Source: an optimization exercise on an open RTL-to-GDS flow (aim: small area, a short achievable clock period and few clock cycles). Production flows keep margins and buffers that such runs may drop.
At most, simulation tests tie the RTL to the original design; equivalence was not proved.
Only the layout flow was run in runs 6 to 8; the RTL was not checked for function there.

==> design/flow/design.v <==
`default_nettype	none
module	div(i_clk, i_rst, i_wr, i_signed, i_numerator, i_denominator,
		o_busy, o_valid, o_err, o_quotient, o_flags);
	parameter		BW=32, LGBW = 5;
	input	wire		i_clk, i_rst;
	input	wire		i_wr, i_signed;
	input	wire [(BW-1):0]	i_numerator, i_denominator;
	output	reg		o_busy, o_valid, o_err;
	output	reg [(BW-1):0]	o_quotient;
	output	wire	[3:0]	o_flags;
	reg			r_busy;
	reg	[(2*BW-2):0]	r_divisor;
	reg	[(BW-1):0]	r_dividend;
	wire	[(BW):0]	diff;  
	assign	diff = r_dividend - r_divisor[(BW-1):0];
	reg		r_sign, pre_sign, r_z, r_c, last_bit;
	reg	[(LGBW-1):0]	r_bit;
	reg	zero_divisor;
	always @(posedge i_clk)
		if (i_rst)
			r_busy <= 1'b0;
		else if (i_wr)
			r_busy <= 1'b1;
		else if ((last_bit)||(zero_divisor))
			r_busy <= 1'b0;
	always @(posedge i_clk)
		if (i_rst)
			o_busy <= 1'b0;
		else if (i_wr)
			o_busy <= 1'b1;
		else if (((last_bit)&&(!r_sign))||(zero_divisor))
			o_busy <= 1'b0;
		else if (!r_busy)
			o_busy <= 1'b0;
	always @(posedge i_clk)
		if (i_rst)
			zero_divisor <= 1'b0;
		else if (i_wr)
			zero_divisor <= (i_denominator == 0);
		else if (!r_busy)
			zero_divisor <= 1'b0;
	always @(posedge i_clk)
		if (i_rst)
			o_valid <= 1'b0;
		else if (r_busy)
		begin
			if ((last_bit)||(zero_divisor))
				o_valid <= (zero_divisor)||(!r_sign);
		end else if (r_sign)
		begin
			o_valid <= (!zero_divisor);  
		end else
			o_valid <= 1'b0;
	always @(posedge i_clk)
		if((i_rst)||(o_valid))
			o_err <= 1'b0;
		else if (((r_busy)||(r_sign))&&(zero_divisor))
			o_err <= 1'b1;
		else
			o_err <= 1'b0;
	always @(posedge i_clk)
		if ((r_busy)&&(!pre_sign))
			r_bit <= r_bit + {(LGBW){1'b1}};
		else
			r_bit <= {(LGBW){1'b1}};
	always @(posedge i_clk)
		if (r_busy)
			last_bit <= (r_bit == {{(LGBW-1){1'b0}},1'b1});
		else
			last_bit <= 1'b0;
	always @(posedge i_clk)
		if (i_wr)
			pre_sign <= i_signed;
		else
			pre_sign <= 1'b0;
	always @(posedge i_clk)
		if (i_wr)
			r_z <= 1'b1;
		else if((r_busy)&&(r_divisor[(2*BW-2):(BW)] == 0)&&(!diff[BW]))
			r_z <= 1'b0;
		else if ((!r_busy)&&(!r_sign))
			r_z <= 1'b1;
	always @(posedge i_clk)
		if (pre_sign)
		begin
			if (r_dividend[BW-1])
				r_dividend <= -r_dividend;
		end else if((r_busy)&&(r_divisor[(2*BW-2):(BW)]==0)&&(!diff[BW]))
			r_dividend <= diff[(BW-1):0];
		else if (!r_busy)
			r_dividend <=  i_numerator;
	always @(posedge i_clk)
		if (pre_sign)
		begin
			if (r_divisor[(2*BW-2)])
				r_divisor[(2*BW-2):(BW-1)]
					<= -r_divisor[(2*BW-2):(BW-1)];
		end else if (r_busy)
			r_divisor <= { 1'b0, r_divisor[(2*BW-2):1] };
		else
			r_divisor <= {  i_denominator, {(BW-1){1'b0}} };
	always @(posedge i_clk)
		if (pre_sign)
			r_sign <= ((r_divisor[(2*BW-2)])^(r_dividend[(BW-1)]));
		else if (r_busy)
			r_sign <= (r_sign)&&(!zero_divisor);
		else
			r_sign <= 1'b0;
	always @(posedge i_clk)
		if (r_busy)
		begin
			o_quotient <= { o_quotient[(BW-2):0], 1'b0 };
			if ((r_divisor[(2*BW-2):(BW)] == 0)&&(!diff[BW]))
			begin
				o_quotient[0] <= 1'b1;
			end
		end else if (r_sign)
			o_quotient <= -o_quotient;
		else
			o_quotient <= 0;
	always @(posedge i_clk)
		r_c <= (r_busy)&&((diff == 0)||(r_dividend == 0));
	wire	w_n;
	assign w_n = o_quotient[(BW-1)];
	assign o_flags = { 1'b0, w_n, r_c, r_z };
endmodule
==> design/flow/run.sh <==
#!/bin/bash
# synth_recipe.tcl (not shown) runs the flow's synth.tcl, then flattens the netlist and writes it again
# the make line also repeats each setting of config.mk as NAME=value (left out here)
make -C /OpenROAD-flow-scripts/flow DESIGN_CONFIG=/design/flow/config.mk WORK_HOME=/design/flow/orfs CLKGATE_MAP_FILE= SYNTH_SCRIPT=/design/flow/synth_recipe.tcl finish
==> design/flow/config.mk <==
export PLATFORM = sky130hd
export DESIGN_NAME = div
export DESIGN_NICKNAME = div
export VERILOG_FILES = /design/flow/design.v
export SDC_FILE = /design/flow/constraint.sdc
export NUM_CORES = 4
export LEC_CHECK = 0
export CAP_MARGIN = 20
export CORE_MARGIN = 2
export CORE_UTILIZATION = 40
export SLEW_MARGIN = 20
==> design/flow/constraint.sdc <==
create_clock -name core_clock -period 5.0 [get_ports {i_clk}]
set_input_delay 1.0000 -clock core_clock [delete_from_list [all_inputs] [get_ports {i_clk}]]
set_output_delay 1.0000 -clock core_clock [all_outputs]
set_load 0.01 [all_outputs]
==> impl_metrics.yaml, run 1 <==
clock_network:
  path_clk_slew_ns: 0.06
  numClockSinks: 142
  clockBufferDepth: 2
  htreeDepth: 4
  holdBufCountCts: 0
  postCtsSetupRepairBufs: 0
  tritoncts: "built"
  cts_root_buf: "clkbuf_16"
  numCtsBuffers: 17
  cts_resized: 0
  worst_skew_pair.late_latency_ns: 0.43
sta:
  finalMaxSlewViolations: 0
  fin_crit_sh_pct: 80.01
  post-route-min-period_ns: 4.001
  maxSlewHeadroom_pct: 30.67
  tns_ns: 0
  setup_viol: 0
  setup_slack_ns: 0.9993
  rsz0062_at_grt: "no"
  max_freq_mhz: 250.0
  worst_slew_pin_slew_ns: 1.014
  skew_ns: 0.01819
  hold_violations: 0
synthesis:
  yosys.area_share.simple_pct: 19.97
  synth_compound_area_share_pct: 19.44
  synth_seq_cells: 142
  synth.distinct_cells: 83
  syn_inst: 1118
  synth.area.mux_share_pct: 5.568
  synthDominantCellAreaShare_pct: 28.36
  yosys.area.top_type: "edfxtp_1"
  synth-seq-area-share_pct: 38.01
  synthTopCellsByArea: "edfxtp_1 (28%), dfxtp_1 (9.7%), mux2i_1 (5.2%)"
  synthTopCellsByCount: "nor2_1 (102), edfxtp_1 (94), nand2_1 (80)"
  yosysWarningCount: 1
  synth_flop_cell: "edfxtp_1"
  syn_area_sq_mm: 0.009955
  synth_edf_count: 94
  synth-xor-area-share_pct: 6.511
  syn_avg_cell_area_sq_um: 8.904
  syn-num-nets: 1225
  synth_fa_ha_area_share_pct: 4.977
  synth_async_sr_flop_share_pct: 0
  yosysMostFrequentCell: "nor2_1"
  synth_top_family_by_area: "simple AND/OR/NAND/NOR gates"
die:
  start_util_pct: 40.81
  die_h_microns: 161.8
  num_rows: 57
  die_area_sq_mm: 0.02616
  core_region_area_sq_mm: 0.02439
  pin_count: 107
  die_x_microns: 161.8
critical_path:
  cpPeakStageDelay_ns: 0.64
  startpoint_type: "flip-flop"
  crit_family: "compound AO/OA/AOI/OAI gates"
  worst_path_most_repeated_cell: "o31ai_1"
  cpMaxStageDelayCell: "o31ai_1"
  worst-path-buf-inv: 1
  critPathArrivalTime_ns: 4.36
  worstPathMaxFanout: 6
  crit_type: "flip-flop to flip-flop"
  cp-end-kind: "flip-flop"
  cp_cell_sequence: "inv_1, ha_1, nor2b_1, o31ai_1, a2111oi_1, o31ai_1, nor3b_1, o221ai_1, nor4_1, nand4_1, nand2_1"
  cp.required_ns: 5.36
global_routing:
  grt-ovfl-total: 0
  grt_max_degree: 74
  gr-usage-met2_pct: 33.37
  grt_util_all_layers_pct: 21.01
  gr-usage-met1_pct: 30.14
  grt_pass1_vias: 8361
  grt_pass1_wl_mm: 44.33
  gr-max-usage-layer: "met2"
  gr-usage-met3_pct: 3.728
  antenna_found_initial: 0
placed_design:
  dpl.hpwl_mm: 19.71
  dp_slack_ns: 0.9748
  place.gp.congestion: 0.8700
  port_buffers: 105
final_layout:
  multiInputGateArea_sq_mm: 0.005629
  fin_nets: 1300
  fillers: 2410
  diodes: 0
  seq_area_sq_mm: 0.003789
  syn_to_final_growth_pct: 18.02
  drive_gt1_share_pct: 4.809
hold_path:
  hold_class: "flip-flop to flip-flop"
outcome:
  status: "complete, no violations"
drt:
  vias: 8780
  routed_via_density: 5.739
  routed_wl_mm: 27.49
  wire_per_inst_microns: 17.97
  drc: 0
  antenna_left: 0
  drtIter0Drc: 551
  dr.pass1.iters: 5
flow_run:
  cap_violations: 0
kinds of logic after synthesis:
logic type / after synthesis
DFF: 142
muxes: 55
AOI/OAI and AO/OA: 292
adders and majority gates: 39
and+or+nand+nor: 386
buffers and inverters: 129
xor gates and xnor gates: 74
other: 1
worst paths after layout:
kind | from | end | slack (ns) | depth (start not counted)
max | r_divisor[1] | r_c | 1.0 | 11
min | r_bit[0] | r_bit[0] | 0.43 | 1
max reg2reg | r_divisor[1] | r_c | 1.0 | 11
min reg2reg | r_bit[0] | r_bit[0] | 0.43 | 1
sequential cells by signal (all words and copies together), names as in the netlist, 5 cells and up:
register    cells
r_dividend     32
o_quotient     32
r_bit           5
r_divisor      63
layout make-up:
| class | count | share of cell area, % |
|---|---|---|
| sequential | 142 | 32.25 |
| tap | 324 | 3.450 |
| multi-input combinational | 847 | 47.91 |
| timing repair buffer | 113 | 9.457 |
| clock inverter | 11 | 0.7135 |
| clock buffer | 21 | 3.919 |
| inverter | 72 | 2.300 |
layer usage:
metal,routed length [microns],share of wire [%]
met5,0,0
met4,218,0.79
met3,1494,5.4
met2,12450,45
met1,13320,48
layout by cell type, fill, tap and decap left out, types with 17 or more instances in the layout:
cell / count
o22ai_1: 61
nor2b_1: 18
nor4_1: 29
clkdlybuf4s50_1: 105
o21ai_0: 38
nor2_1: 102
inv_1: 70
nor3_1: 41
nand4_1: 18
edfxtp_1: 94
ha_1: 38
clkbuf_16: 17
mux2i_1: 52
xor2_1: 35
nand3_1: 17
a21oi_1: 53
nand2_1: 80
dfxtp_1: 46
xnor2_1: 39
per-stage QoR:
stage	cells	hold slack [ns]	cell area (sq um)	utilization (%)
after floorplan	1118	0.3880	9955	-
after global placement	1498	0.4099	11200	45.93
after detailed placement	1498	0.4175	11200	45.93
after CTS	1530	0.4286	11750	48.16
after global routing	1530	0.4488	11750	48.17
final	1530	0.4256	11750	48.17
Testbench counts, summed over its fixed seeds: cycles 107,916.
==> run 2: changes to the inputs <==
==> design/flow/design.v (replaced) <==
`default_nettype	none
module	div(i_clk, i_rst, i_wr, i_signed, i_numerator, i_denominator,
		o_busy, o_valid, o_err, o_quotient, o_flags);
	parameter		BW=32, LGBW = 5;
	input	wire		i_clk, i_rst;
	input	wire		i_wr, i_signed;
	input	wire [(BW-1):0]	i_numerator, i_denominator;
	output	wire		o_busy;
	output	reg		o_valid, o_err;
	output	reg [(BW-1):0]	o_quotient;
	output	wire	[3:0]	o_flags;
	reg			r_norm, r_iter, r_sign, r_c;
	reg	[(BW-1):0]	r_dividend, r_divisor;
	reg	[(LGBW-1):0]	r_cnt;
	wire		n_neg, d_neg;
	assign	n_neg = (i_signed)&&(i_numerator[BW-1]);
	assign	d_neg = (i_signed)&&(i_denominator[BW-1]);
	wire	[BW:0]	diff;
	assign	diff = { 1'b0, r_dividend } - { 1'b0, r_divisor };
	wire	ge;
	assign	ge = !diff[BW];
	wire	zero_divisor, early, last;
	assign	zero_divisor = (r_divisor == 0);
	assign	early = (!ge)||(zero_divisor);
	assign	last  = (r_cnt == 0);
	function [LGBW-1:0] clz;
		input	[BW-1:0]	v;
		integer			i;
		begin
			clz = 0;
			for(i=0; i<BW; i=i+1)
				if (v[i])
					clz = BW-1-i;
		end
	endfunction
	wire	[(LGBW-1):0]	shift, rot;
	assign	shift = clz(r_divisor) - clz(r_dividend);
	assign	rot = (r_norm) ? shift : {(LGBW){1'b1}};
	assign	o_busy = ((r_norm)&&(!early))||((r_iter)&&(!last));
	always @(posedge i_clk)
	if (i_rst)
	begin
		r_norm  <= 1'b0;
		r_iter  <= 1'b0;
		o_valid <= 1'b0;
	end else begin
		r_norm  <= i_wr;
		r_iter  <= ((r_norm)&&(!early))||((r_iter)&&(!last));
		o_valid <= ((r_norm)&&(early))||((r_iter)&&(last));
	end
	always @(posedge i_clk)
		o_err <= (r_norm)&&(zero_divisor);
	always @(posedge i_clk)
	if (i_wr)
		r_sign <= (n_neg)^(d_neg);
	always @(posedge i_clk)
	if (i_wr)
		r_dividend <= (n_neg) ? -i_numerator : i_numerator;
	else if ((ge)&&((r_iter)||((r_norm)&&(r_sign))))
		r_dividend <= diff[(BW-1):0];
	wire	[(2*BW-1):0]	rotated;
	assign	rotated = { r_divisor, r_divisor } << rot;
	always @(posedge i_clk)
	if (i_wr)
		r_divisor <= (d_neg) ? -i_denominator : i_denominator;
	else
		r_divisor <= rotated[(2*BW-1):BW];
	always @(posedge i_clk)
	if (r_norm)
		r_cnt <= shift;
	else
		r_cnt <= r_cnt - 1'b1;
	always @(posedge i_clk)
	if (r_norm)
		o_quotient <= {(BW){(r_sign)&&(!early)}};
	else
		o_quotient <= { o_quotient[(BW-2):0], (ge ^ r_sign) };
	always @(posedge i_clk)
		r_c <= (!r_sign)&&((r_dividend == 0)||(diff[(BW-1):0] == 0));
	assign o_flags = { 1'b0, o_quotient[BW-1], r_c, (o_quotient == 0) };
endmodule
--- a/design/flow/config.mk
+++ b/design/flow/config.mk
@@ -6,4 +6,5 @@
 export NUM_CORES = 4
 export LEC_CHECK = 0
+export ABC_AREA = 1
 export CAP_MARGIN = 20
 export CORE_MARGIN = 2
==> impl_metrics.yaml, run 2 <==
final_layout:
  final_common_cell: "nand2_1"
  fin_util_pct: 47.80
  fin_nets: 1792
  largestRegisters: "o_quotient (32), r_dividend (32), r_divisor (32)"
  mostFrequentLayoutCells: "nand2_1 (429), inv_1 (232), o21ai_0 (160)"
  seq_area_sq_mm: 0.002472
  syn_to_final_growth_pct: 18.20
  fin_cells: 2011
  fillers: 2602
  multiInputGateArea_sq_mm: 0.006170
  fin_area_sq_mm: 0.01156
  drive_gt1_share_pct: 5.809
  diodes: 0
clock_network:
  path_clk_slew_ns: 0.08
  numCtsBuffers: 9
  worst_skew_pair.late_latency_ns: 0.37
  tritoncts: "built"
  numClockSinks: 107
  holdBufCountCts: 0
  htreeDepth: 3
  clockBufferDepth: 2
  cts_root_buf: "clkbuf_16"
global_routing:
  grt_pass1_vias: 9491
  grt-ovfl-total: 0
  gr-usage-met2_pct: 38.86
  grt_max_degree: 66
  antenna_found_initial: 0
  gr-usage-met3_pct: 2.763
  gr-usage-met1_pct: 32.20
  grt_pass1_wl_mm: 47.98
  gr-max-usage-layer: "met2"
  grt_util_all_layers_pct: 23.10
synthesis:
  synth_async_sr_flop_share_pct: 0
  synth_seq_cells: 107
  synth.area.mux_share_pct: 0.1024
  synthTopCellsByArea: "nand2_1 (16%), dfxtp_1 (15%), edfxtp_1 (10%)"
  synth_flop_cell: "dfxtp_1"
  synth_edf_count: 33
  synthDominantCellAreaShare_pct: 16.47
  yosysMostFrequentCell: "nand2_1"
  yosys.area.top_type: "nand2_1"
  synth_compound_area_share_pct: 20.14
  synth.distinct_cells: 55
  syn_area_sq_mm: 0.009777
  syn-num-nets: 1715
  synth_top_family_by_area: "simple AND/OR/NAND/NOR gates"
  synth-seq-area-share_pct: 25.29
  synth-xor-area-share_pct: 4.658
  syn_avg_cell_area_sq_um: 6.092
  synthTopCellsByCount: "nand2_1 (429), inv_1 (232), o21ai_0 (185)"
  syn_inst: 1605
  synth_fa_ha_area_share_pct: 5.529
  yosys.area_share.simple_pct: 32.21
  yosysWarningCount: 1
critical_path:
  cpPeakStageDelay_ns: 0.41
  startpoint_type: "flip-flop"
  critPathArrivalTime_ns: 3.51
  worst_path_most_repeated_cell: "nand2_2"
  r2r_cells: 45
  worstPathMaxFanout: 3
  timing.rr.start: "r_dividend[1]"
  cpMaxStageDelayCell: "fa_1"
  regToRegEndpoint: "r_divisor[28]"
  crit_type: "flip-flop to output pin"
  reg2reg_slack_ns: 0.50
  cp-end-kind: "output pin"
  cp_cell_sequence: "buf_4, ha_1, fa_1, nand3b_1, nand2_1, nand2_1, nand3_2, nand2_2, nand2_2, inv_2, o21ai_4, a21oi_2, o21ai_4, nand3_2, nand2_2, nand2_2, nand2_2, inv_2, o21ai_4, nand2_2, nor2_4, inv_1, nand2_1, dlymetal6s2s_1"
  cp.required_ns: 4.00
drt:
  drc: 0
  antenna_left: 0
  drtIter0Drc: 766
  dr.pass1.iters: 6
  routed_via_density: 5.094
  routed_wl_mm: 29.83
  wire_per_inst_microns: 14.83
  vias: 10240
die:
  die_h_microns: 160.3
  core_region_area_sq_mm: 0.02418
  die_area_sq_mm: 0.02571
  pin_count: 107
  num_rows: 57
  start_util_pct: 40.44
  die_x_microns: 160.3
sta:
  worst_slew_pin_slew_ns: 0.5666
  hold_violations: 0
  skew_ns: 0.009459
  max_freq_mhz: 221.7
  maxSlewHeadroom_pct: 61.88
  rsz0062_at_grt: "yes"
  finalMaxSlewViolations: 0
  fin_crit_sh_pct: 90.22
  setup_viol: 0
  post-route-min-period_ns: 4.511
outcome:
  status: "complete, no violations"
hold_path:
  holdCritStartpoint: "o_quotient[26]"
  hold_depth: 2
  holdPathEnd: "o_quotient[27]"
  hold_class: "flip-flop to flip-flop"
placed_design:
  placed_cell_area_sq_mm: 0.01119
  placedCellCount: 1993
  dpl.hpwl_mm: 23.75
  place.gp.congestion: 0.9409
  port_buffers: 105
flow_run:
  cap_violations: 0
## run 2: per-stage QoR
step / setup slack (ns) / hold slack (ns) / setup TNS (ns)
after floorplan: 0.8281 / 0.4607 / 0
after global placement: 0.4441 / 0.4568 / 0
after detailed placement: 0.4439 / 0.4572 / 0
after CTS: 0.06977 / 0.4721 / 0
after global routing: -0.009202 / 0.4888 / -0.009202
final: 0.4889 / 0.4711 / 0
## run 2: critical path, delay by kind of cell, from the launching register on
kind | cells | cell delay (ns)
AND/OR/NAND/NOR | 13 | 1.14
buffers and inverters | 5 | 0.48
adder cells (fa/ha/maj) | 2 | 0.61
flip-flops | 1 | 0.32
AO/OA/AOI/OAI | 4 | 0.59
## run 2: layout make-up
type,instances,area share (%)
Clock inverter,7,0.7471
Timing Repair Buffer,130,11.28
Sequential cell,107,21.39
Inverter,238,7.731
Clock buffer,9,1.949
Multi-Input combinational cell,1196,53.39
Tap cell,324,3.508
## run 2: worst max-delay path by stage
stage                               end           from  depth (start not counted)  slack (ns)
after global placement     r_divisor[7]  r_dividend[1]                         45        0.44
after global routing      r_divisor[24]   r_divisor[1]                         44      -0.009
final                            o_busy   r_divisor[0]                         24        0.49
after detailed placement   r_divisor[7]  r_dividend[1]                         45        0.44
after CTS                        o_busy   r_divisor[0]                         24        0.07
after floorplan           r_divisor[13]  r_dividend[1]                         44        0.83
## run 2: repair_timing
item | in CTS | in global routing
buffers inserted | 0 | 1
setup endpoints to repair | 0 | 29
endpoints found under the hold margin | 0 | 0
resized for setup | 0 | 31
## run 2: metal layers
layer | vias up | wire length (microns)
li1 | 5349 | -
met1 | 4588 | 14410
met2 | 275 | 13420
met3 | 32 | 1614
met4 | 0 | 379
met5 | - | 0
## run 2: cells by family after synthesis
family                     after synthesis
muxes                                    1
adders and majority gates               42
xor gates and xnor gates                52
AOI/OAI and AO/OA                      357
buffers and inverters                  302
other                                    1
and+or+nand+nor                        743
DFF                                    107
Testbench counts of run 2, summed over its fixed seeds: cycles 21,943.
==> run 3: changes to the inputs <==
--- a/design/flow/config.mk
+++ b/design/flow/config.mk
@@ -6,7 +6,7 @@
 export NUM_CORES = 4
 export LEC_CHECK = 0
-export ABC_AREA = 1
 export CAP_MARGIN = 20
 export CORE_MARGIN = 2
 export CORE_UTILIZATION = 40
+export SETUP_SLACK_MARGIN = 1.5
 export SLEW_MARGIN = 20
==> impl_metrics.yaml, run 3 <==
global_routing:
  grt-ovfl-total: 0
  grt_pass1_wl_mm: 47.16
  antenna_found_initial: 0
  grt_max_degree: 67
  grt_util_all_layers_pct: 24.16
  grt_pass1_vias: 8814
critical_path:
  startpoint_type: "flip-flop"
  worst-path-buf-inv: 1
  cp-end-kind: "flip-flop"
  worstPathMaxFanout: 7
  worst_path_most_repeated_cell: "mux2i_1"
  crit_family: "compound AO/OA/AOI/OAI gates"
  critPathArrivalTime_ns: 4.57
  cp.required_ns: 5.22
  cp_cell_sequence: "o311ai_2, a311oi_2, o31ai_1, a211oi_1, nor3_1, nor3_1, o311ai_1, a311oi_1, nor3_2, fa_2, buf_6, nand2b_4, a21oi_4, mux2i_1, mux2i_1, mux2i_1, and3_1, a211oi_2, a31oi_1"
  cpPeakStageDelay_ns: 0.55
  crit_type: "flip-flop to flip-flop"
  cpMaxStageDelayCell: "fa_2"
drt:
  vias: 9322
  dr.pass1.iters: 5
  wire_per_inst_microns: 18.27
  drtIter0Drc: 837
  routed_wl_mm: 30.13
  routed_via_density: 5.653
  drc: 0
  antenna_left: 0
clock_network:
  clockBufferDepth: 2
  htreeDepth: 3
  cts_root_buf: "clkbuf_16"
  holdBufCountCts: 0
  tritoncts: "built"
  path_clk_slew_ns: 0.07
  numClockSinks: 107
  numCtsBuffers: 9
  worst_skew_pair.late_latency_ns: 0.37
die:
  start_util_pct: 40.60
  die_x_microns: 158.1
  num_rows: 56
  die_h_microns: 158.1
  core_region_area_sq_mm: 0.02340
  die_area_sq_mm: 0.02500
  pin_count: 107
placed_design:
  port_buffers: 105
  dp_slack_ns: 0.3849
  placedCellCount: 1577
  placed_cell_area_sq_mm: 0.01086
  place.gp.congestion: 0.8871
  dpl.hpwl_mm: 22.25
flow_run:
  cap_violations: 0
sta:
  post-route-min-period_ns: 4.347
  setup_slack_ns: 0.6535
  setup_viol: 0
  max_freq_mhz: 230.1
  tns_ns: 0
  hold_violations: 0
  worst_slew_pin_slew_ns: 1.074
  fin_crit_sh_pct: 86.93
  maxSlewHeadroom_pct: 28.30
  rsz0062_at_grt: "yes"
  skew_ns: 0.006928
  hold_slack_ns: 0.4578
  finalMaxSlewViolations: 0
synthesis:
  yosys.area.top_type: "dfxtp_1"
  syn_area_sq_mm: 0.009500
  syn-num-nets: 1311
  synth_async_sr_flop_share_pct: 0
  synthDominantCellAreaShare_pct: 15.59
  yosysWarningCount: 1
  syn_inst: 1201
  syn_avg_cell_area_sq_um: 7.910
  synth_flop_cell: "dfxtp_1"
  synth_seq_cells: 107
  synth_edf_count: 33
  synth.distinct_cells: 73
  synth-seq-area-share_pct: 26.02
  yosysMostFrequentCell: "mux2i_1"
  synthTopCellsByCount: "mux2i_1 (140), nand2_1 (109), nor2_1 (93)"
  synthTopCellsByArea: "dfxtp_1 (16%), mux2i_1 (15%), edfxtp_1 (10%)"
final_layout:
  drive_gt1_share_pct: 14.89
  fin_area_sq_mm: 0.01216
  mostFrequentLayoutCells: "mux2i_1 (124), nand2_1 (106), clkdlybuf4s50_1 (103)"
  largestRegisters: "o_quotient (32), r_dividend (32), r_divisor (32)"
  seq_area_sq_mm: 0.002484
  fillers: 2263
  diodes: 0
  syn_to_final_growth_pct: 27.97
  multiInputGateArea_sq_mm: 0.007033
  fin_nets: 1435
  fin_cells: 1649
  fin_util_pct: 51.95
  final_common_cell: "mux2i_1"
outcome:
  status: "complete, no violations"
hold_path:
  hold_class: "flip-flop to flip-flop"
run 3: cell type report:
cell class / count / area share (%)
Inverter: 90 / 2.779
Multi-Input combinational cell: 955 / 57.85
Tap cell: 319 / 3.283
Clock inverter: 5 / 0.3911
Clock buffer: 11 / 2.171
Timing Repair Buffer: 162 / 13.10
Sequential cell: 107 / 20.43
run 3: routing by layer:
| metal | GRT usage, % | part of all wire [%] | vias up | routed length, microns |
|---|---|---|---|---|
| li1 | - | - | 4591 | - |
| met1 | 32.14 | 45 | 4383 | 13520 |
| met2 | 39.50 | 47 | 291 | 14080 |
| met3 | 4.298 | 5.7 | 57 | 1719 |
| met4 | 8.237 | 2.7 | 0 | 800 |
| met5 | 0 | 0 | - | 0 |
run 3: cells by family (layout without fill, tap and decap cells):
logic type      count (synthesis)  after routing  synth area share [%]
compound gates                332            333                 21.47
fa+ha+maj                      42             42                 5.689
mux                           143            143                 15.22
xor+xnor                       88             88                 8.113
simple gates                  342            348                 17.23
other cells                     1              1               0.03947
buf+inv                       146            268                 6.216
flops                         107            107                 26.02
run 3: what timing repair did:
action	in CTS	in global routing
resized for setup	114	27
endpoints found under the setup margin	69	106
pin swaps	27	10
cloned	8	0
setup buffers	39	9
run 3: worst paths after layout:
check	from	to	slack [ns]	cells after the start
max	r_divisor[3]	r_divisor[1]	0.65	19
min	o_quotient[4]	o_quotient[5]	0.46	2
max reg2reg	r_divisor[3]	r_divisor[1]	0.65	19
min reg2reg	o_quotient[4]	o_quotient[5]	0.46	2
run 3: worst min-delay path: stages (launching register included):
cell     delay, ns
dfxtp_1       0.32
inv_1         0.05
o21ai_1       0.04
==> run 4: changes to the inputs <==
--- a/design/flow/config.mk
+++ b/design/flow/config.mk
@@ -9,4 +9,4 @@
 export CORE_MARGIN = 2
 export CORE_UTILIZATION = 40
-export SETUP_SLACK_MARGIN = 1.5
+export SETUP_SLACK_MARGIN = 2.5
 export SLEW_MARGIN = 20
==> impl_metrics.yaml, run 4 <==
sta:
  post-route-min-period_ns: 4.431
  hold_slack_ns: 0.4663
  skew_ns: 0.006899
  hold_violations: 0
  finalMaxSlewViolations: 0
  max_freq_mhz: 225.7
  setup_viol: 0
  maxSlewHeadroom_pct: 26.94
  rsz0062_at_grt: "yes"
  fin_crit_sh_pct: 88.61
  tns_ns: 0
  worst_slew_pin_slew_ns: 1.094
drt:
  wire_per_inst_microns: 18.71
  vias: 9708
  antenna_left: 0
  routed_via_density: 5.697
  dr.pass1.iters: 5
  drc: 0
  routed_wl_mm: 31.89
  drtIter0Drc: 807
critical_path:
  cpMaxStageDelayCell: "fa_2"
  cp-end-kind: "flip-flop"
  timing.rr.start: "r_divisor[3]"
  cpPeakStageDelay_ns: 0.55
  cp_cell_sequence: "o311ai_4, a311oi_2, o31ai_2, a211oi_1, nor3_1, nor3_1, o311ai_1, a311oi_1, nor3_2, fa_2, nand2b_4, buf_4, a21oi_2, mux2i_1, mux2i_1, mux2i_1, mux2i_1, o21ai_1"
  startpoint_type: "flip-flop"
  crit_type: "flip-flop to flip-flop"
  crit_start: "r_divisor[3]"
  worst-path-buf-inv: 1
  cp.required_ns: 5.26
  critPathArrivalTime_ns: 4.69
  worstPathMaxFanout: 7
  worst_path_most_repeated_cell: "mux2i_1"
  crit_family: "compound AO/OA/AOI/OAI gates"
synthesis:
  synth_edf_count: 33
  synthTopCellsByCount: "mux2i_1 (140), nand2_1 (109), nor2_1 (93)"
  syn_avg_cell_area_sq_um: 7.910
  yosys.area.top_type: "dfxtp_1"
  synth.distinct_cells: 73
  synth-seq-area-share_pct: 26.02
  synth_flop_cell: "dfxtp_1"
  synthTopCellsByArea: "dfxtp_1 (16%), mux2i_1 (15%), edfxtp_1 (10%)"
  syn-num-nets: 1311
  synthDominantCellAreaShare_pct: 15.59
  yosysMostFrequentCell: "mux2i_1"
  synth_async_sr_flop_share_pct: 0
  syn_area_sq_mm: 0.009500
  synth_seq_cells: 107
  yosysWarningCount: 1
  syn_inst: 1201
placed_design:
  dpl.hpwl_mm: 22.77
  place.gp.congestion: 0.8974
  port_buffers: 105
  placedCellCount: 1580
final_layout:
  largestRegisters: "o_quotient (32), r_dividend (32), r_divisor (32)"
  fillers: 2136
  drive_gt1_share_pct: 26.71
  final_common_cell: "mux2i_1"
  seq_area_sq_mm: 0.002500
  diodes: 0
  mostFrequentLayoutCells: "mux2i_1 (125), nand2_1 (97), inv_1 (85)"
  multiInputGateArea_sq_mm: 0.007811
  fin_cells: 1704
  syn_to_final_growth_pct: 40.66
  fin_nets: 1490
global_routing:
  grt-ovfl-total: 0
  grt_util_all_layers_pct: 24.94
  grt_pass1_wl_mm: 48.40
  grt_pass1_vias: 8982
  antenna_found_initial: 0
  grt_max_degree: 66
clock_network:
  clockBufferDepth: 2
  numCtsBuffers: 9
  worst_skew_pair.late_latency_ns: 0.38
  path_clk_slew_ns: 0.08
  tritoncts: "built"
  htreeDepth: 3
  numClockSinks: 107
  cts_root_buf: "clkbuf_16"
  holdBufCountCts: 0
die:
  num_rows: 56
  core_region_area_sq_mm: 0.02340
  die_area_sq_mm: 0.02500
  die_h_microns: 158.1
  die_x_microns: 158.1
  pin_count: 107
  start_util_pct: 40.60
hold_path:
  hold_class: "flip-flop to flip-flop"
  holdCritStartpoint: "o_quotient[15]"
flow_run:
  cap_violations: 0
outcome:
  status: "complete, no violations"
[run 4: cell count changes in the layout (fill, tap and decap cells not counted), sizes merged]
| cell | before | now |
|---|---|---|
| buf | 58 | 117 |
| clkbuf | 11 | 12 |
| clkdlybuf4s15 | 1 | 6 |
| clkdlybuf4s50 | 103 | 82 |
| clkinv | 0 | 3 |
| clkinvlp | 1 | 0 |
| dlygate4sd2 | 0 | 5 |
| nand2b | 16 | 17 |
| nand3 | 16 | 19 |
[run 4: cells by family after synthesis]
logic type / Yosys count / share of synthesized area (%)
simple gates: 342 / 17.23
fa+ha+maj: 42 / 5.689
buf+inv: 146 / 6.216
other cells: 1 / 0.03947
mux: 143 / 15.22
compound gates: 332 / 21.47
flops: 107 / 26.02
xor+xnor: 88 / 8.113
[run 4: stage by stage]
| step | instance area (sq um) | worst slack, ns | util, % |
|---|---|---|---|
| after global routing | 13360 | 0.3591 | 57.10 |
| after CTS | 12560 | 0.7795 | 53.66 |
| after floorplan | 9852 | 1.344 | - |
| final | 13360 | 0.5695 | 57.10 |
| after global placement | 11100 | 0.4104 | 47.41 |
| after detailed placement | 11100 | 0.3300 | 47.41 |
[run 4: layer usage]
metal,track usage [%],up-vias,part of all wire [%]
met5,0,-,0
met4,6.821,0,2.6
met3,3.449,56,5.0
met2,41.61,306,47
met1,33.79,4630,45
li1,-,4716,-
[run 4: area by class of cell]
| class | count | area share, % |
|---|---|---|
| clock inverters | 7 | 0.6086 |
| inverters | 90 | 2.547 |
| clock buffers | 9 | 1.685 |
| multi-input cells | 959 | 58.46 |
| flip-flops and latches | 107 | 18.71 |
| repair buffers | 213 | 15.01 |
| well taps | 319 | 2.987 |
[run 4: what timing repair did]
item	in CTS	in global routing
buffers inserted	58	38
gates cloned	10	2
hold endpoints to repair	0	0
gates resized for setup	211	106
pin swaps	46	42
setup endpoints to repair	137	130
[run 4: worst register-to-register path, stage by stage, from the launching register on]
cell and delay (ns):
dfxtp_4 0.37, o311ai_4 0.28, a311oi_2 0.14, o31ai_2 0.24
a211oi_1 0.11, nor3_1 0.27, nor3_1 0.08, o311ai_1 0.26
a311oi_1 0.15, nor3_2 0.26, fa_2 0.55, nand2b_4 0.22
buf_4 0.20, a21oi_2 0.17, mux2i_1 0.17, mux2i_1 0.29
mux2i_1 0.14, mux2i_1 0.29, o21ai_1 0.11
[run 4: worst paths after layout]
check | depth (start not counted) | endpoint | slack [ns]
worst min register to register | 2 | o_quotient[16] | 0.47
worst max-delay path | 18 | r_divisor[27] | 0.57
worst max register to register | 18 | r_divisor[27] | 0.57
worst min-delay path | 2 | o_quotient[16] | 0.47
==> run 5: changes to the inputs <==
--- a/design/flow/config.mk
+++ b/design/flow/config.mk
@@ -9,4 +9,3 @@
 export CORE_MARGIN = 2
 export CORE_UTILIZATION = 40
-export SETUP_SLACK_MARGIN = 2.5
 export SLEW_MARGIN = 20
==> impl_metrics.yaml, run 5 <==
synthesis:
  yosys.area.top_type: "dfxtp_1"
  syn-num-nets: 1311
  synth_async_sr_flop_share_pct: 0
  synthTopCellsByArea: "dfxtp_1 (16%), mux2i_1 (15%), edfxtp_1 (10%)"
  syn_avg_cell_area_sq_um: 7.910
  synth.distinct_cells: 73
  synthTopCellsByCount: "mux2i_1 (140), nand2_1 (109), nor2_1 (93)"
  synth_seq_cells: 107
  yosysMostFrequentCell: "mux2i_1"
  synth-seq-area-share_pct: 26.02
  synthDominantCellAreaShare_pct: 15.59
  syn_area_sq_mm: 0.009500
  syn_inst: 1201
  synth_flop_cell: "dfxtp_1"
  synth_edf_count: 33
  yosysWarningCount: 1
drt:
  routed_via_density: 5.585
  routed_wl_mm: 28.28
  antenna_left: 0
  wire_per_inst_microns: 17.68
  drtIter0Drc: 680
  vias: 8936
  drc: 0
  dr.pass1.iters: 6
critical_path:
  reg2reg_slack_ns: 0.27
  worstPathMaxFanout: 5
  crit_type: "flip-flop to output pin"
  startpoint_type: "flip-flop"
  critPathArrivalTime_ns: 3.75
  cp-end-kind: "output pin"
  cp.required_ns: 4.00
sta:
  skew_ns: 0.008658
  setup_viol: 0
  tns_ns: 0
  finalMaxSlewViolations: 0
  post-route-min-period_ns: 4.745
  fin_crit_sh_pct: 94.91
  maxSlewHeadroom_pct: 42.46
  setup_slack_ns: 0.2547
  max_freq_mhz: 210.7
  worst_slew_pin_slew_ns: 0.8552
  hold_slack_ns: 0.4591
  hold_violations: 0
outcome:
  status: "complete, no violations"
final_layout:
  final_common_cell: "mux2i_1"
  largestRegisters: "o_quotient (32), r_dividend (32), r_divisor (32)"
  fillers: 2337
  fin_area_sq_mm: 0.01116
  syn_to_final_growth_pct: 17.42
  fin_nets: 1386
  mostFrequentLayoutCells: "mux2i_1 (140), nand2_1 (108), clkdlybuf4s50_1 (104)"
  drive_gt1_share_pct: 5.074
  diodes: 0
hold_path:
  hold_class: "flip-flop to flip-flop"
die:
  start_util_pct: 40.60
  die_area_sq_mm: 0.02500
  pin_count: 107
  core_region_area_sq_mm: 0.02340
  die_h_microns: 158.1
  num_rows: 56
  die_x_microns: 158.1
clock_network:
  tritoncts: "built"
  clockBufferDepth: 2
  htreeDepth: 3
  holdBufCountCts: 0
  worst_skew_pair.late_latency_ns: 0.37
  cts_root_buf: "clkbuf_16"
  path_clk_slew_ns: 0.08
  cts_resized: 0
  postCtsSetupRepairBufs: 0
  numCtsBuffers: 9
  numClockSinks: 107
placed_design:
  place.gp.congestion: 0.9462
  dpl.hpwl_mm: 22.69
  port_buffers: 105
  dp_slack_ns: 0.2916
  placed_cell_area_sq_mm: 0.01083
global_routing:
  grt-ovfl-total: 0
  grt_pass1_vias: 8261
  grt_pass1_wl_mm: 44.23
  grt_max_degree: 65
  antenna_found_initial: 0
  grt_util_all_layers_pct: 22.64
flow_run:
  cap_violations: 0
==> run 5: cell count changes in the layout (fill, tap and decap cells not counted), sizes merged, moves of 3 or more <==
cell | previous run | this run
clkdlybuf4s15 | 6 | 0
nand3 | 19 | 16
buf | 117 | 16
nand2b | 17 | 10
clkbuf | 12 | 9
dlygate4sd2 | 5 | 0
clkdlybuf4s50 | 82 | 104
==> run 5: worst max-delay path, cell delays in order, from the launching register on <==
cell and delay (ns):
dfxtp_1 0.43, inv_1 0.12, ha_1 0.40, nand2_1 0.15, or3_1 0.42, a221oi_2 0.32, a211oi_2 0.11, a211oi_2 0.32
o21ai_1 0.16, a21oi_2 0.22, a22o_1 0.19, clkdlybuf4s50_1 0.55
==> run 5: routing by layer <==
metal	share of wire [%]	global-route usage [%]
met1	47	30.95
met2	47	37.35
met3	4.9	3.531
met4	1.6	5.620
met5	0	0
==> run 5: logic make-up after synthesis <==
group,after synthesis,synth area share [%]
AO/OA/AOI/OAI,332,21.47
buffers and inverters,146,6.216
other,1,0.03947
XOR/XNOR,88,8.113
adder cells (fa/ha/maj),42,5.689
AND/OR/NAND/NOR,342,17.23
flip-flops,107,26.02
multiplexers,143,15.22
==> run 5: metrics by stage <==
| step | cells | util (%) |
|---|---|---|
| floorplan | 1201 | - |
| global placement | 1584 | 46.27 |
| detailed placement | 1584 | 46.27 |
| CTS | 1600 | 47.59 |
| global route | 1600 | 47.67 |
| finish | 1600 | 47.67 |
==> run 5: layout make-up <==
cell class	instances	area (sq um)	area share, %
Multi-Input combinational cell	948	6464	57.94
Sequential cell	107	2472	22.16
Timing Repair Buffer	120	1174	10.52
Tap cell	319	399.1	3.578
Inverter	90	337.8	3.028
Clock buffer	9	225.2	2.019
Clock inverter	7	83.83	0.7515
==> run 5: final timing paths <==
check / start / endpoint / cells past startpoint
worst min register to register: o_quotient[3] / o_quotient[4] / 2
worst min-delay path: o_quotient[3] / o_quotient[4] / 2
worst max-delay path: r_divisor[11] / o_busy / 11
worst max register to register: r_divisor[3] / r_divisor[16] / 18
==> run 6: changes to the inputs <==
==> design/flow/design.v (replaced) <==
`default_nettype	none
module	div(i_clk, i_rst, i_wr, i_signed, i_numerator, i_denominator,
		o_busy, o_valid, o_err, o_quotient, o_flags);
	parameter		BW=32, LGBW = 5;
	input	wire		i_clk, i_rst;
	input	wire		i_wr, i_signed;
	input	wire [(BW-1):0]	i_numerator, i_denominator;
	output	reg		o_busy, o_valid, o_err;
	output	reg [(BW-1):0]	o_quotient;
	output	wire	[3:0]	o_flags;
	reg			r_norm, r_iter, r_sign, r_dneg, r_c;
	reg	[(BW-1):0]	r_dividend, r_divisor;
	reg	[(LGBW-1):0]	r_cnt;
	wire			n_neg, d_neg;
	wire	[(BW-1):0]	n_ones, d_ones;
	assign	n_neg = (i_signed)&&(i_numerator[BW-1]);
	assign	d_neg = (i_signed)&&(i_denominator[BW-1]);
	assign	n_ones = i_numerator ^ {(BW){n_neg}};
	assign	d_ones = i_denominator ^ {(BW){d_neg}};
	reg	[(BW-1):0]	n_smear;
	integer			k;
	always @(*)
	begin
		n_smear[BW-1] = n_ones[BW-1];
		for(k=BW-2; k>=0; k=k-1)
			n_smear[k] = n_smear[k+1] | n_ones[k];
	end
	wire	[(BW-1):0]	n_reach;
	wire			n_small;
	assign	n_reach = (n_neg) ? { n_smear[(BW-2):0], 1'b1 } : n_smear;
	assign	n_small = |(d_ones & ~n_reach);
	wire	[(BW+1):0]	sum;
	wire	[BW:0]		diff;
	assign	sum = { 1'b0, r_dividend, 1'b1 } + { 1'b0, ~r_divisor, !r_dneg };
	assign	diff = sum[(BW+1):1];
	wire	ge;
	assign	ge = diff[BW];
	wire	zero_divisor, early, last;
	assign	zero_divisor = (r_divisor == 0)&&(!r_dneg);
	assign	early = (!ge)||(zero_divisor);
	assign	last  = (r_cnt == 0);
	function [LGBW-1:0] clz;
		input	[BW-1:0]	v;
		integer			i;
		begin
			clz = BW-1;
			for(i=1; i<BW; i=i+1)
				if (v[i])
					clz = BW-1-i;
		end
	endfunction
	wire	[(LGBW-1):0]	shift;
	assign	shift = clz(d_ones) - clz(n_ones) + { {(LGBW-1){1'b0}}, n_neg };
	wire	[(2*BW-1):0]	shifted;
	assign	shifted = { r_divisor, {(BW){r_dneg}} } << r_cnt;
	always @(posedge i_clk)
	if (i_rst)
	begin
		r_norm  <= 1'b0;
		r_iter  <= 1'b0;
		o_valid <= 1'b0;
		o_busy  <= 1'b0;
	end else begin
		r_norm  <= i_wr;
		r_iter  <= ((r_norm)&&(!early))||((r_iter)&&(!last));
		o_valid <= ((r_norm)&&(early))||((r_iter)&&(last));
		if (i_wr)
			o_busy <= !n_small;
		else
			o_busy <= ((r_norm)&&(!early)&&(!last))
				||((r_iter)&&(r_cnt[(LGBW-1):1] != 0));
	end
	always @(posedge i_clk)
		o_err <= (r_norm)&&(zero_divisor);
	always @(posedge i_clk)
	if (i_wr)
	begin
		r_sign <= (n_neg)^(d_neg);
		r_dneg <= d_neg;
	end
	always @(posedge i_clk)
	if (i_wr)
		r_dividend <= n_ones + { {(BW-1){1'b0}}, n_neg };
	else if ((ge)&&((r_iter)||((r_norm)&&(r_sign))))
		r_dividend <= diff[(BW-1):0];
	always @(posedge i_clk)
	if (i_wr)
		r_divisor <= d_ones;
	else if (r_norm)
		r_divisor <= shifted[(2*BW-1):BW];
	else
		r_divisor <= r_divisor >> 1;
	always @(posedge i_clk)
	if (i_wr)
		r_cnt <= shift;
	else if (!r_norm)
		r_cnt <= r_cnt - 1'b1;
	always @(posedge i_clk)
	if (r_norm)
		o_quotient <= {(BW){(r_sign)&&(!early)}};
	else
		o_quotient <= { o_quotient[(BW-2):0], (ge ^ r_sign) };
	always @(posedge i_clk)
		r_c <= (!r_sign)&&((r_dividend == 0)||(diff[(BW-1):0] == 0));
	assign o_flags = { 1'b0, o_quotient[BW-1], r_c, (o_quotient == 0) };
endmodule
--- a/design/flow/config.mk
+++ b/design/flow/config.mk
@@ -9,3 +9,4 @@
 export CORE_MARGIN = 2
 export CORE_UTILIZATION = 40
+export SETUP_SLACK_MARGIN = 1.5
 export SLEW_MARGIN = 20
==> impl_metrics.yaml, run 6 <==
placed_design:
  port_buffers: 105
  dpl.hpwl_mm: 33.31
  place.gp.congestion: 0.9828
synthesis:
  syn_area_sq_mm: 0.01158
  synth_seq_cells: 109
  synthTopCellsByArea: "dfxtp_1 (12%), edfxtp_1 (11%), o21ai_0 (8.4%)"
  synth_async_sr_flop_share_pct: 0
  synth_flop_cell: "dfxtp_1"
  syn-num-nets: 1751
  syn_inst: 1637
  synth_edf_count: 41
  syn_avg_cell_area_sq_um: 7.075
  synthTopCellsByCount: "nand2_1 (196), o21ai_0 (195), nor2_1 (130)"
  yosysMostFrequentCell: "nand2_1"
  yosys.area.top_type: "dfxtp_1"
  synth-seq-area-share_pct: 22.39
  synth.distinct_cells: 81
  synthDominantCellAreaShare_pct: 11.75
  yosysWarningCount: 1
sta:
  post-route-min-period_ns: 4.422
  maxSlewHeadroom_pct: 31.51
  hold_violations: 0
  hold_slack_ns: 0.4666
  rsz0062_at_grt: "yes"
  finalMaxSlewViolations: 0
  skew_ns: 0.01532
  worst_slew_pin_slew_ns: 1.026
  setup_viol: 0
  max_freq_mhz: 226.1
  fin_crit_sh_pct: 88.44
critical_path:
  cp-end-kind: "flip-flop"
  critical_path_depth: 22
  cpMaxStageDelayCell: "fa_2"
  cp.required_ns: 5.11
  crit_type: "input pin to flip-flop"
  worstPathMaxFanout: 3
  cp_cell_sequence: "buf_8, nor2_4, nor3_2, o311a_1, o32ai_2, a22oi_1, o22ai_1, o21ai_2, a221oi_2, inv_1, a311oi_2, a21oi_2, ha_4, inv_4, fa_2, inv_2, a21o_1, a21oi_2, xor2_1, xnor2_1, xnor2_1, a21oi_1"
  worst-path-buf-inv: 4
  critPathArrivalTime_ns: 4.53
  reg2reg_slack_ns: 1.24
  r2r_cells: 14
  crit_family: "compound AO/OA/AOI/OAI gates"
  cpPeakStageDelay_ns: 0.39
  startpoint_type: "input pin"
die:
  die_area_sq_mm: 0.03033
  pin_count: 107
  start_util_pct: 40.46
  core_region_area_sq_mm: 0.02863
  die_h_microns: 174.2
  die_x_microns: 174.2
  num_rows: 62
global_routing:
  grt-ovfl-total: 0
  antenna_found_initial: 0
  grt_max_degree: 66
  grt_pass1_wl_mm: 63.85
  grt_util_all_layers_pct: 26.71
  grt_pass1_vias: 11550
final_layout:
  largestRegisters: "o_quotient (32), r_dividend (32), r_divisor (32)"
  fillers: 2821
  drive_gt1_share_pct: 16.58
  diodes: 0
  multiInputGateArea_sq_mm: 0.008544
  final_common_cell: "nand2_1"
  syn_to_final_growth_pct: 24.85
  seq_area_sq_mm: 0.002596
  fin_util_pct: 50.51
  fin_nets: 1870
  mostFrequentLayoutCells: "nand2_1 (191), o21ai_0 (178), nor2_1 (125), buf_4 (125), a21oi_1 (112)"
outcome:
  status: "complete, no violations"
drt:
  wire_per_inst_microns: 19.65
  antenna_left: 0
  drc: 0
  dr.pass1.iters: 5
  routed_wl_mm: 42.16
  vias: 12650
  drtIter0Drc: 1153
  routed_via_density: 5.896
clock_network:
  tritoncts: "built"
  cts_root_buf: "clkbuf_16"
  path_clk_slew_ns: 0.09
  numClockSinks: 109
  htreeDepth: 3
  worst_skew_pair.late_latency_ns: 0.37
  clockBufferDepth: 2
  numCtsBuffers: 9
hold_path:
  hold_depth: 2
  hold_class: "flip-flop to flip-flop"
flow_run:
  cap_violations: 0
-- run 6: changes by cell type in the layout (fill, tap and decap cells not counted), sizes merged, moves of 17 or more --
cell	delta
mux2i	-105
a21oi	+28
o21ai	+70
nand3	+30
xor2	-30
clkdlybuf4s50	-31
nor2	+37
buf	+130
nand2	+87
inv	+19
o211ai	+22
xnor2	+42
or3	+17
-- run 6: path summary, 6_finish.rpt --
check / startpoint / endpoint
setup / recovery: i_numerator[3] / r_cnt[4]
setup reg to reg: r_divisor[0] / r_c
hold reg to reg: o_quotient[28] / o_quotient[29]
hold / removal: o_quotient[28] / o_quotient[29]
-- run 6: area by class of cell --
cell class	count	area share [%]
clock buffer	9	1.558
clock inverter	7	0.5365
tap	384	3.323
sequential	109	17.96
multi-input combinational	1286	59.09
inverter	108	2.873
timing repair buffer	242	14.66
-- run 6: metrics by stage --
stage | worst slack, ns | TNS (ns) | instance area (sq um) | std cells
CTS | 0.5181 | 0 | 14200 | 2139
floorplan | 0.4366 | 0 | 11800 | 1637
finish | 0.5778 | 0 | 14460 | 2145
global route | 0.3283 | 0 | 14460 | 2145
detailed placement | -0.4114 | -0.4611 | 13660 | 2118
global placement | -0.3330 | -0.3330 | 13660 | 2118
-- run 6: repair_timing --
| action | 4_1_cts | 5_1_grt |
|---|---|---|
| endpoints found under the hold margin | 0 | 0 |
| hold buffers | 0 | 0 |
| pin swaps | 41 | 50 |
| gates cloned | 1 | 0 |
| setup endpoints to repair | 88 | 80 |
| buffers inserted | 4 | 6 |
| resized for setup | 102 | 100 |
-- run 6: tightest hold or removal path, delay by kind of cell, from the launching register on --
family          cells  cell delay, ns
flops               1            0.33
buf+inv             1            0.05
compound gates      1            0.05
-- run 6: kinds of logic after synthesis --
family	Yosys count	synth area share [%]
compound gates	507	26.99
xor+xnor	100	7.563
fa+ha+maj	46	5.099
buf+inv	242	7.995
flops	109	22.39
mux	54	6.331
other cells	1	0.03238
simple gates	578	23.61
-- run 6: metal layers --
metal	vias up	global-route usage, %	routed length (microns)
li1	6124	-	-
met1	5909	34.65	18200
met2	519	44.80	19580
met3	94	3.303	2508
met4	0	11.31	1869
met5	-	0	0
==> run 7: changes to the inputs <==
--- a/design/flow/design.v
+++ b/design/flow/design.v
@@ -18,20 +18,7 @@
 	assign	n_ones = i_numerator ^ {(BW){n_neg}};
 	assign	d_ones = i_denominator ^ {(BW){d_neg}};
-	reg	[(BW-1):0]	n_smear;
-	integer			k;
-	always @(*)
-	begin
-		n_smear[BW-1] = n_ones[BW-1];
-		for(k=BW-2; k>=0; k=k-1)
-			n_smear[k] = n_smear[k+1] | n_ones[k];
-	end
-	wire	[(BW-1):0]	n_reach;
-	wire			n_small;
-	assign	n_reach = (n_neg) ? { n_smear[(BW-2):0], 1'b1 } : n_smear;
-	assign	n_small = |(d_ones & ~n_reach);
-	wire	[(BW+1):0]	sum;
-	wire	[BW:0]		diff;
-	assign	sum = { 1'b0, r_dividend, 1'b1 } + { 1'b0, ~r_divisor, !r_dneg };
-	assign	diff = sum[(BW+1):1];
+	wire	[BW:0]	diff;
+	assign	diff = { 1'b0, r_dividend } + { 1'b0, ~r_divisor }
+				+ { {(BW){1'b0}}, !r_dneg };
 	wire	ge;
 	assign	ge = diff[BW];
@@ -50,6 +37,9 @@
 		end
 	endfunction
-	wire	[(LGBW-1):0]	shift;
-	assign	shift = clz(d_ones) - clz(n_ones) + { {(LGBW-1){1'b0}}, n_neg };
+	wire	[LGBW:0]	shift;
+	wire			n_small;
+	assign	shift = { 1'b0, clz(d_ones) } - { 1'b0, clz(n_ones) }
+				+ { {(LGBW){1'b0}}, n_neg };
+	assign	n_small = shift[LGBW];
 	wire	[(2*BW-1):0]	shifted;
 	assign	shifted = { r_divisor, {(BW){r_dneg}} } << r_cnt;
@@ -93,5 +83,5 @@
 	always @(posedge i_clk)
 	if (i_wr)
-		r_cnt <= shift;
+		r_cnt <= shift[(LGBW-1):0];
 	else if (!r_norm)
 		r_cnt <= r_cnt - 1'b1;
--- a/design/flow/config.mk
+++ b/design/flow/config.mk
@@ -9,4 +9,4 @@
 export CORE_MARGIN = 2
 export CORE_UTILIZATION = 40
-export SETUP_SLACK_MARGIN = 1.5
+export SETUP_SLACK_MARGIN = 1.0
 export SLEW_MARGIN = 20
==> impl_metrics.yaml, run 7 <==
outcome:
  status: "complete, no violations"
global_routing:
  grt_pass1_vias: 10280
  grt_util_all_layers_pct: 24.41
  antenna_found_initial: 1
  grt_pass1_wl_mm: 56.00
  grt-ovfl-total: 0
  grt_max_degree: 64
synthesis:
  synthTopCellsByArea: "dfxtp_1 (12%), edfxtp_1 (11%), xnor2_1 (6.1%)"
  syn_avg_cell_area_sq_um: 7.448
  synth-seq-area-share_pct: 23.27
  synthTopCellsByCount: "nand2_1 (180), o21ai_0 (132), nor2_1 (127)"
  synth_async_sr_flop_share_pct: 0
  yosysMostFrequentCell: "nand2_1"
  synth_seq_cells: 109
  yosysWarningCount: 1
  syn_area_sq_mm: 0.01114
  syn-num-nets: 1611
  synth_edf_count: 41
  synthDominantCellAreaShare_pct: 12.22
  synth.distinct_cells: 86
  yosys.area.top_type: "dfxtp_1"
  synth_flop_cell: "dfxtp_1"
  syn_inst: 1496
sta:
  fin_crit_sh_pct: 83.43
  max_freq_mhz: 239.7
  maxSlewHeadroom_pct: 44.66
  rsz0062_at_grt: "yes"
  post-route-min-period_ns: 4.171
  worst_slew_pin_slew_ns: 0.8225
  finalMaxSlewViolations: 0
  skew_ns: 0.01628
  setup_slack_ns: 0.8286
  hold_violations: 0
  setup_viol: 0
drt:
  wire_per_inst_microns: 18.42
  vias: 11360
  drtIter0Drc: 1118
  dr.pass1.iters: 5
  antenna_left: 0
  drc: 0
  routed_wl_mm: 36.01
  routed_via_density: 5.810
clock_network:
  clockBufferDepth: 2
  tritoncts: "built"
  path_clk_slew_ns: 0.08
  htreeDepth: 3
  worst_skew_pair.late_latency_ns: 0.37
  numCtsBuffers: 9
  numClockSinks: 109
  cts_root_buf: "clkbuf_16"
final_layout:
  fin_cells: 1955
  multiInputGateArea_sq_mm: 0.007886
  largestRegisters: "o_quotient (32), r_dividend (32), r_divisor (32)"
  fin_nets: 1687
  fillers: 2811
  syn_to_final_growth_pct: 18.96
  diodes: 0
  drive_gt1_share_pct: 14.08
  mostFrequentLayoutCells: "nand2_1 (178), nor2_1 (127), o21ai_0 (124)"
  seq_area_sq_mm: 0.002597
  fin_area_sq_mm: 0.01325
  final_common_cell: "nand2_1"
die:
  die_h_microns: 170.9
  core_region_area_sq_mm: 0.02763
  die_x_microns: 170.9
  num_rows: 61
  die_area_sq_mm: 0.02921
  pin_count: 107
  start_util_pct: 40.33
placed_design:
  port_buffers: 105
  dpl.hpwl_mm: 27.52
  place.gp.congestion: 0.9729
  placed_cell_area_sq_mm: 0.01256
  dp_slack_ns: -0.1046
  placedCellCount: 1915
hold_path:
  hold_class: "flip-flop to flip-flop"
  holdCritStartpoint: "o_quotient[27]"
critical_path:
  crit_type: "input pin to flip-flop"
  crit_start: "i_signed"
  worst-path-buf-inv: 2
  worstPathMaxFanout: 3
  cp_cell_sequence: "buf_8, nand2_8, inv_6, or4_4, o211ai_1, a311o_1, a21boi_1, o41ai_2, o22ai_1, a21oi_1, o21ai_1, a32oi_1, ha_1, ha_1, a21o_1, a21oi_2, o21bai_1, a21oi_1, xor2_1, a221oi_1"
  cpMaxStageDelayCell: "or4_4"
  cp.required_ns: 5.21
  startpoint_type: "input pin"
  crit_family: "compound AO/OA/AOI/OAI gates"
  cp-end-kind: "flip-flop"
  critPathArrivalTime_ns: 4.38
  cpPeakStageDelay_ns: 0.46
  timing.rr.start: "r_dneg"
flow_run:
  cap_violations: 0
-- run 7: cell count changes after synthesis, moves of 9 or more --
cell / previous run / this run
clkbuf_1: 111 / 81
o21ai_0: 195 / 132
a211oi_1: 9 / 20
nor4_1: 24 / 33
nand2b_1: 23 / 12
a21oi_1: 122 / 107
inv_1: 107 / 96
nand2_1: 196 / 180
o21ai_2: 2 / 31
or3_1: 21 / 11
nor3_1: 42 / 30
-- run 7: cells by family (layout without fill, tap and decap cells) --
logic type               count (synthesis)  count (layout)  share of synthesized area [%]
XOR/XNOR                               101             101                          7.939
buffers and inverters                  215             294                          8.063
multiplexers                            59              59                          7.322
AND/OR/NAND/NOR                        519             521                          22.09
AO/OA/AOI/OAI                          445             445                          25.81
adder cells (fa/ha/maj)                 47              47                          5.480
other                                    1               1                        0.03366
flip-flops                             109             109                          23.27
-- run 7: routing by layer --
| layer | vias up | wire (microns) | part of all wire (%) | track usage [%] |
|---|---|---|---|---|
| met5 | - | 12 | 0.033 | 0 |
| met4 | 2 | 1098 | 3.0 | 8.990 |
| met3 | 57 | 2788 | 7.7 | 3.308 |
| met2 | 489 | 15370 | 43 | 36.91 |
| met1 | 5272 | 16740 | 46 | 35.32 |
| li1 | 5538 | - | - | - |
-- run 7: layout make-up --
type                            instances  share of cell area (%)
Multi-Input combinational cell       1174                   59.50
Sequential cell                       109                   19.60
Timing Repair Buffer                  180                   12.29
Tap cell                              378                   3.568
Inverter                               98                   2.832
Clock buffer                           10                   1.803
Clock inverter                          6                  0.4059
-- run 7: worst register-to-register path, cell delays in order (launching register included) --
cell and delay (ns):
edfxtp_1 0.51, fa_1 0.28, inv_1 0.07, fa_1 0.40
a21o_1 0.21, a22o_1 0.29, o32ai_4 0.31, a211oi_2 0.17
o31ai_4 0.30, o221ai_2 0.23, a311oi_4 0.41, nor2_4 0.14
nand3_4 0.29, o21ai_2 0.09
-- run 7: worst paths after layout --
kind                         end  slack, ns  cells after the start
setup / recovery          o_busy       0.83                     20
hold / removal    o_quotient[28]       0.47                      2
setup reg to reg  o_quotient[12]       1.17                     13
hold reg to reg   o_quotient[28]       0.47                      2
-- run 7: what timing repair did --
item                                    in CTS  in global routing
resized for setup                           95                 25
hold buffers                                 0                  0
endpoints found under the setup margin      39                 70
pin swaps                                   45                 38
setup buffers                               19                  3
gates cloned                                 1                  1
-- run 7: per-stage QoR --
step	TNS [ns]	hold WS (ns)	util (%)
2_1_floorplan	0	0.4769	-
3_3_place_gp	0	0.4557	45.48
3_5_place_dp	-0.1767	0.4596	45.48
4_1_cts	0	0.4709	47.43
5_1_grt	0	0.4826	47.97
6_report	0	0.4699	47.97
==> run 8: changes to the inputs <==
--- a/design/flow/config.mk
+++ b/design/flow/config.mk
@@ -9,4 +9,3 @@
 export CORE_MARGIN = 2
 export CORE_UTILIZATION = 40
-export SETUP_SLACK_MARGIN = 1.0
 export SLEW_MARGIN = 20
==> impl_metrics.yaml, run 8 <==
die:
  die_area_sq_mm: 0.02921
  pin_count: 107
  die_x_microns: 170.9
  core_region_area_sq_mm: 0.02763
  start_util_pct: 40.33
  die_h_microns: 170.9
  num_rows: 61
clock_network:
  htreeDepth: 3
  clockBufferDepth: 2
  holdBufCountCts: 0
  worst_skew_pair.late_latency_ns: 0.38
  numClockSinks: 109
  path_clk_slew_ns: 0.07
  tritoncts: "built"
  numCtsBuffers: 9
  cts_root_buf: "clkbuf_16"
critical_path:
  startpoint_type: "input pin"
  critPathArrivalTime_ns: 4.85
  cpPeakStageDelay_ns: 0.49
  regToRegEndpoint: "r_c"
  r2r_cells: 13
  crit_type: "input pin to flip-flop"
  reg2reg_slack_ns: 0.81
  crit_end: "o_busy"
  cpMaxStageDelayCell: "or4_1"
  timing.rr.start: "r_dneg"
  cp.required_ns: 5.21
  cp-end-kind: "flip-flop"
  cp_cell_sequence: "clkdlybuf4s50_1, nand2_1, inv_2, or4_1, o211ai_1, a311o_1, a21boi_1, o41ai_2, o22ai_1, a21oi_1, o21ai_0, a32oi_1, ha_1, ha_1, a21o_1, a21oi_2, o21bai_1, a21oi_1, xor2_1, a221oi_1"
  worstPathMaxFanout: 3
  crit_start: "i_signed"
drt:
  routed_via_density: 5.774
  dr.pass1.iters: 6
  drc: 0
  routed_wl_mm: 35.78
  vias: 11160
  antenna_left: 0
  drtIter0Drc: 1081
  wire_per_inst_microns: 18.52
synthesis:
  syn-num-nets: 1611
  yosysWarningCount: 1
  synth_edf_count: 41
  yosys.area.top_type: "dfxtp_1"
  synth_flop_cell: "dfxtp_1"
  yosysMostFrequentCell: "nand2_1"
  synth.distinct_cells: 86
  synthTopCellsByArea: "dfxtp_1 (12%), edfxtp_1 (11%), xnor2_1 (6.1%)"
  syn_area_sq_mm: 0.01114
  synthTopCellsByCount: "nand2_1 (180), o21ai_0 (132), nor2_1 (127)"
  synth_seq_cells: 109
  syn_inst: 1496
  synth_async_sr_flop_share_pct: 0
  synth-seq-area-share_pct: 23.27
  syn_avg_cell_area_sq_um: 7.448
  synthDominantCellAreaShare_pct: 12.22
global_routing:
  grt_pass1_wl_mm: 55.79
  grt_max_degree: 77
  antenna_found_initial: 1
  grt_pass1_vias: 10130
  grt-ovfl-total: 0
  grt_util_all_layers_pct: 24.33
placed_design:
  dpl.hpwl_mm: 27.96
  dp_slack_ns: -0.1743
  place.gp.congestion: 0.9376
  placedCellCount: 1916
  placed_cell_area_sq_mm: 0.01255
  port_buffers: 105
final_layout:
  fin_area_sq_mm: 0.01286
  fin_nets: 1664
  diodes: 0
  fin_cells: 1932
  drive_gt1_share_pct: 10.10
  final_common_cell: "nand2_1"
  syn_to_final_growth_pct: 15.43
  fin_util_pct: 46.55
  largestRegisters: "o_quotient (32), r_dividend (32), r_divisor (32)"
  mostFrequentLayoutCells: "nand2_1 (180), o21ai_0 (132), nor2_1 (127)"
flow_run:
  cap_violations: 0
sta:
  maxSlewHeadroom_pct: 42.07
  max_freq_mhz: 215.6
  fin_crit_sh_pct: 92.78
  setup_slack_ns: 0.3612
  hold_violations: 0
  skew_ns: 0.02412
  tns_ns: 0
  setup_viol: 0
  worst_slew_pin_slew_ns: 0.8610
  hold_slack_ns: 0.4676
  finalMaxSlewViolations: 0
  post-route-min-period_ns: 4.639
  rsz0062_at_grt: "no"
hold_path:
  hold_depth: 2
  hold_class: "flip-flop to flip-flop"
outcome:
  status: "complete, no violations"
[run 8: cell counts after synthesis]
Identical to the previous run, type by type.
[run 8: what timing repair did]
action                     4_1_cts  5_1_grt
resized for setup                0        4
buffers inserted                 0        0
setup endpoints to repair        0        2
[run 8: worst min path at each step]
stage,endpoint,start
after floorplan,o_valid,r_iter
after CTS,o_quotient[4],o_quotient[3]
after global routing,o_quotient[11],o_quotient[10]
final,o_quotient[4],o_quotient[3]
after global placement,o_quotient[4],o_quotient[3]
after detailed placement,o_quotient[4],o_quotient[3]
[run 8: layout make-up]
cell class,count,area [sq um]
clock buffers,12,267.8
clock inverters,4,35.03
well taps,378,473.0
flip-flops and latches,109,2596
multi-input cells,1172,7667
fillers,2860,14770
inverters,98,367.9
repair buffers,159,1454
[run 8: kinds of logic (layout without fill, tap and decap cells)]
kind of cell             after synthesis  after routing  synth area share [%]
buffers and inverters                215            273                 8.063
other                                  1              1               0.03366
XOR/XNOR                             101            101                 7.939
multiplexers                          59             59                 7.322
AO/OA/AOI/OAI                        445            445                 25.81
flip-flops                           109            109                 23.27
AND/OR/NAND/NOR                      519            519                 22.09
adder cells (fa/ha/maj)               47             47                 5.480
[run 8: per-layer routing]
metal,GRT usage [%],share of wire (%)
met1,36.72,49
met2,37.04,43
met3,2.151,6.0
met4,6.338,2.1
met5,0,0.022
[run 8: worst max-delay path: cells and delay by family]
kind                       cells  cell delay, ns
AOI/OAI and AO/OA             13            1.92
and+or+nand+nor                2            0.66
adders and majority gates      2            0.58
buffers and inverters          2            0.50
xor gates and xnor gates       1            0.19

==> what the ideal ports hide <==
The results above use ideal ports. As a check the final layouts listed here were re-extracted and re-timed, cells and wires unchanged. Step 1 assumes that a clkbuf_16 drives the clock port and a buf_2 every other input. Step 2, shift: input delay + t, output delay - t, t = (earliest + latest rising clock arrival at the registers) / 2. This alone moves slack from input paths to output paths. Slacks: no drivers / after step 1 / after step 2; pairs: no drivers / after step 1.
run	t, ns	setup WS [ns]	clock arrival spread, ns	worst data-port slew with drivers (ns)
run 1	0.469	0.999 / 0.999 / 0.999	0.019 / 0.019	0.05
run 2	0.413	0.489 / 0.443 / 0.498	0.009 / 0.010	0.04
run 3	0.409	0.653 / 0.615 / 0.653	0.007 / 0.007	0.05
run 4	0.420	0.569 / 0.569 / 0.569	0.007 / 0.007	0.04
run 5	0.410	0.255 / 0.208 / 0.273	0.009 / 0.008	0.04
run 6	0.405	0.578 / 0.579 / 0.174	0.015 / 0.016	0.06
run 7	0.407	0.829 / 0.834 / 0.427	0.016 / 0.016	0.05
run 8	0.416	0.361 / 0.391 / -0.025	0.025 / 0.024	0.06
Met with ideal ports but missed after step 2: setup timing in run 8. For run 6, which loses most, drivers alone change the setup slack by +0.001 ns; drivers and shift together by -0.404 ns.
